This design comes from an exercise in tuning for small area on the open sky130 flow, not from production work.
RTL that was checked went through simulation tests only; none was proved equivalent to the original.
No activity file was given, so power comes from the tool's default toggle rates.

main:
==> module pd_predec, before the edit <==
module pd_predec (
    input  wire [4:0] a,
    output wire [3:0] nlo,
    output wire [7:0] nhi
);
    assign nlo = ~(4'b0001 << a[1:0]);
    assign nhi = ~(8'b00000001 << a[4:2]);
endmodule
==> module packet_data, before the edit <==
module packet_data #(
    parameter data_width = 8,
    parameter depth = 32
)(
    input wire clk,
    input wire rst,
    input wire [data_width-1:0] s_axis_data,
    input wire s_axis_valid,
    output reg s_axis_ready,
    input wire s_axis_last,
    input wire [data_width + data_width - 1 : 0] packet_config,
    output reg [data_width-1 : 0] m_axis_data,
    output reg m_axis_valid,
    input wire m_axis_ready,
    output reg m_axis_last,
    output  full,
    output  empty
);
    wire [7:0] k   = packet_config[15:8];
    wire [7:0] len = packet_config[7:0];
    reg [5:0] wr_ptr;
    reg [4:0] wr_ptr2;      
    reg [5:0] rd_ptr;
    assign full  = wr_ptr[5];
    assign empty = (wr_ptr == 6'd0);
    wire beat = s_axis_valid & s_axis_ready & ~wr_ptr[5];
    wire hit;
    pd_hit u_hit (.w(wr_ptr[4:0]), .len(len), .k(k), .y(hit));
    always @(posedge clk) begin
        s_axis_ready <= ~rst;
    end
    wire [5:0] wr_inc;
    wire [5:1] wc;
    assign wr_inc[0] = ~wr_ptr[0];
    assign wc[1] = wr_ptr[0];
    genvar g, b;
    generate
        for (g = 1; g < 5; g = g + 1) begin : wi
            pd_ha u (.a(wr_ptr[g]), .b(wc[g]), .s(wr_inc[g]), .co(wc[g+1]));
        end
    endgenerate
    assign wr_inc[5] = wc[5];
    always @(posedge clk) begin
        if (rst) begin
            wr_ptr <= 6'd0;
        end else if (s_axis_last) begin
            wr_ptr <= 6'd0;
        end else if (beat) begin
            wr_ptr <= wr_inc;
        end
    end
    always @(posedge clk) begin
        if (!rst && beat) begin
            if (hit) wr_ptr2 <= {wr_ptr2[3:0], ~(wr_ptr2[4] ^ wr_ptr2[2])};
            else     wr_ptr2 <= 5'd0;
        end
    end
    wire [7:0] wdata = rst ? 8'd0 : s_axis_data;
    wire       wlast = ~rst & s_axis_last;
    wire [3:0] wlo1, wlo2;
    wire [7:0] whi1, whi2;
    wire [31:0] we1, we2;
    pd_wpredec u_wp1 (.a(wr_ptr[4:0]), .en(beat),       .rst(rst), .nlo(wlo1), .nhi(whi1));
    pd_wpredec u_wp2 (.a(wr_ptr2),     .en(beat & hit), .rst(rst), .nlo(wlo2), .nhi(whi2));
    pd_dec32   u_we1 (.nlo(wlo1), .nhi(whi1), .y(we1));
    pd_dec32   u_we2 (.nlo(wlo2), .nhi(whi2), .y(we2));
    function [4:0] lfsr_state(input integer n);
        integer j;
        reg [4:0] s;
        begin
            s = 5'd0;
            for (j = 0; j < n; j = j + 1)
                s = {s[3:0], ~(s[4] ^ s[2])};
            lfsr_state = s;
        end
    endfunction
    generate
        for (g = 0; g < 32; g = g + 1) begin : w1
            reg [7:0] mem_1;
            reg       mem_3;
            always @(posedge clk) begin
                if (we1[g]) begin
                    mem_1 <= wdata;
                    mem_3 <= wlast;
                end
            end
        end
        for (g = 0; g < 31; g = g + 1) begin : w2
            localparam [4:0] ST = lfsr_state(g);
            reg [7:0] mem_2;
            always @(posedge clk) begin
                if (we2[ST]) begin
                    mem_2 <= wdata;
                end
            end
        end
    endgenerate
    wire [3:0] rlo;
    wire [7:0] rhi;
    wire [31:0] sel;
    pd_predec u_rp   (.a(rd_ptr[4:0]), .nlo(rlo), .nhi(rhi));
    pd_dec32  u_rsel (.nlo(rlo), .nhi(rhi), .y(sel));
    wire [7:0] rd1, rd2;
    wire       rd3;
    generate
        for (b = 0; b < 8; b = b + 1) begin : r
            wire [31:0] c1;
            wire [30:0] c2;
            for (g = 0; g < 32; g = g + 1) begin : c
                assign c1[g] = w1[g].mem_1[b];
                if (g < 31) begin : c2b
                    assign c2[g] = w2[g].mem_2[b];
                end
            end
            pd_mux32          u_m1 (.d(c1),         .s(sel), .y(rd1[b]));
            pd_mux32 #(.N(31)) u_m2 (.d({1'b0, c2}), .s(sel), .y(rd2[b]));
        end
    endgenerate
    wire [31:0] c3;
    generate
        for (g = 0; g < 32; g = g + 1) begin : c3b
            assign c3[g] = w1[g].mem_3;
        end
    endgenerate
    pd_mux32 u_m3 (.d(c3), .s(sel), .y(rd3));
    wire [7:0] sum;
    pd_add8 u_add (.a(rd1), .b(rd2), .y(sum));
    wire [5:0] rd_inc;
    wire [5:1] rc;
    assign rd_inc[0] = ~rd_ptr[0];
    assign rc[1] = rd_ptr[0];
    generate
        for (g = 1; g < 5; g = g + 1) begin : ri
            pd_ha u (.a(rd_ptr[g]), .b(rc[g]), .s(rd_inc[g]), .co(rc[g+1]));
        end
    endgenerate
    assign rd_inc[5] = rc[5];
    always @(posedge clk) begin
        if (rst) begin
            m_axis_data  <= 8'd0;
            m_axis_valid <= 1'b0;
            m_axis_last  <= 1'b0;
            rd_ptr       <= 6'd0;
        end else if (m_axis_ready && !empty) begin
            if (!rd_ptr[5]) begin
                m_axis_data  <= sum;
                m_axis_valid <= 1'b1;
                m_axis_last  <= rd3;
                rd_ptr       <= (len == {2'b00, rd_inc}) ? 6'd0 : rd_inc;
            end else begin
                m_axis_valid <= 1'b0;
                m_axis_data  <= 8'd0;
            end
        end
    end
endmodule
==> flow/config.mk <==
export PLATFORM = sky130hd
export DESIGN_NAME = packet_data
export DESIGN_NICKNAME = packet_data
export VERILOG_FILES = /design/flow/design.v
export SDC_FILE = /design/flow/constraint.sdc
export NUM_CORES = 4
export LEC_CHECK = 0
export CAP_MARGIN = 20
export CORE_MARGIN = 2
export CORE_UTILIZATION = 60
export SLEW_MARGIN = 20
export SYNTH_HIERARCHICAL = 1
==> flow/constraint.sdc <==
create_clock -name core_clock -period 10.0 [get_ports {clk}]
set_input_delay 2.0000 -clock core_clock [delete_from_list [all_inputs] [get_ports {clk}]]
set_output_delay 2.0000 -clock core_clock [all_outputs]
set_load 0.01 [all_outputs]
standard.sh (not shown) runs the stock make flow with config.mk's settings and CLKGATE_MAP_FILE= SYNTH_SCRIPT=/design/flow/synth_recipe.tcl, a recipe that flattens the netlist after the stock synthesis.
==> flow/flow/run.sh <==
#!/bin/bash
# The standard layout (standard.sh), with a smaller clock tree (larger
# sink clusters, no dummy loads) and the smallest buffer on the ports.
set -u
export CTS_ARGS="-sink_clustering_enable -repair_clock_nets -dont_use_dummy_load -buf_list {sky130_fd_sc_hd__clkbuf_4 sky130_fd_sc_hd__clkbuf_8 sky130_fd_sc_hd__clkbuf_16} -sink_clustering_buffer sky130_fd_sc_hd__clkbuf_16 -sink_buffer_max_cap_derate 1.0 -sink_clustering_size 26 -sink_clustering_max_diameter 100"
export BUFFER_PORTS_ARGS="-buffer_cell sky130_fd_sc_hd__buf_1"
bash standard.sh > standard.log 2>&1
main: no failed stages, no open violations at the end
Relative to main, the following input files were edited for the feature branch:
diff --git a/flow/design.v b/flow/design.v
--- a/flow/design.v
+++ b/flow/design.v
@@ -12,8 +12,11 @@
 endmodule
 module pd_nor2 (input wire a, b, output wire y);
     assign y = ~(a | b);
 endmodule
+module pd_and2 (input wire a, b, output wire y);
+    assign y = a & b;
+endmodule
 module pd_aoi222 (input wire a1, a2, b1, b2, c1, c2, output wire y);
     assign y = ~(a1 & a2 | b1 & b2 | c1 & c2);
 endmodule
 module pd_aoi22 (input wire a1, a2, b1, b2, output wire y);
@@ -26,13 +29,13 @@
     assign y = ~&a;
 endmodule
 module pd_predec (
     input  wire [4:0] a,
-    output wire [3:0] nlo,
-    output wire [7:0] nhi
-);
-    assign nlo = ~(4'b0001 << a[1:0]);
-    assign nhi = ~(8'b00000001 << a[4:2]);
+    output wire [3:0] lo,
+    output wire [7:0] hi
+);
+    assign lo = 4'b0001 << a[1:0];
+    assign hi = 8'b00000001 << a[4:2];
 endmodule
 module pd_wpredec (
     input  wire [4:0] a,
     input  wire       en,
@@ -41,8 +44,20 @@
     output wire [7:0] nhi
 );
     assign nlo = ~(((4'b0001 << a[1:0]) & {4{en}}) | {4{rst}});
     assign nhi = ~((8'b00000001 << a[4:2]) | {8{rst}});
+endmodule
+module pd_rdec32 (
+    input  wire [3:0]  lo,
+    input  wire [7:0]  hi,
+    output wire [31:0] y
+);
+    genvar g;
+    generate
+        for (g = 0; g < 32; g = g + 1) begin : d
+            pd_and2 u (.a(lo[g % 4]), .b(hi[g / 4]), .y(y[g]));
+        end
+    endgenerate
 endmodule
 module pd_dec32 (
     input  wire [3:0]  nlo,
     input  wire [7:0]  nhi,
@@ -213,10 +228,10 @@
     endgenerate
     wire [3:0] rlo;
     wire [7:0] rhi;
     wire [31:0] sel;
-    pd_predec u_rp   (.a(rd_ptr[4:0]), .nlo(rlo), .nhi(rhi));
-    pd_dec32  u_rsel (.nlo(rlo), .nhi(rhi), .y(sel));
+    pd_predec u_rp   (.a(rd_ptr[4:0]), .lo(rlo), .hi(rhi));
+    pd_rdec32 u_rsel (.lo(rlo), .hi(rhi), .y(sel));
     wire [7:0] rd1, rd2;
     wire       rd3;
     generate
         for (b = 0; b < 8; b = b + 1) begin : r
==> summary.txt <==
- The feature branch: flow completed, timing, DRC and antenna clean
- Total power: the feature branch below main
- The final worst slack of the feature branch is lower than that of main.
- Global routing met2 resource utilization (higher): main
- Min via count across the feature branch and main: the feature branch
- Core utilization: the feature branch lower than main
- Looking at number of nets in the layout across the feature branch and main, the one that comes out higher is main.
- Per the comparison of the feature branch with main, global-route usage closely matched the old numbers, final cell count without fillers decreased by 22 relative to the old numbers.
- In terms of per-cell via count in the routed design, main and the feature branch differ only marginally.
- The feature branch vs main: aggregate routed wire length down slightly
- Compared with main, the feature branch degrades maximum clock frequency.
- Summary of the feature branch over main: share of the final layout cell area in multi-input gates increased by 0.43 points relative to the old numbers, final design instance area without fill -0.38%.
- Routed length per instance on the feature branch is up relative to main.
No functional check of the RTL was part of the feature branch.

[separate check: timing with driven ports]
How much do the figures lean on ideal ports? The routed layouts below were timed once more, with nothing changed but the port constraints. Step 1, drivers: a clkbuf_16 drives clk and a buf_2 each remaining input, both assumed. Step 2 times the ports against the registers' clock, not the clock port: input delays grow and output delays shrink by t, the midpoint of the rising clock arrivals with the driver on. Three values: no drivers, after step 1, after step 2; two values: the first two.
| run | t, ns | setup slack, ns | worst hold slack (ns) | latest minus earliest clock arrival (ns) | cell pins on the clock port's net |
|---|---|---|---|---|---|
| main | 0.900 | 3.498 / 3.525 / 2.625 | 0.517 / 0.517 / 0.517 | 0.070 / 0.070 | 1 |
| the feature branch | 0.867 | 3.414 / 3.443 / 2.577 | 0.488 / 0.488 / 0.488 | 0.023 / 0.023 | 1 |
After both steps setup and hold are still met in every run listed. The setup slack of main, which loses most, moves by +0.027 ns with the drivers and by -0.873 ns with both steps.
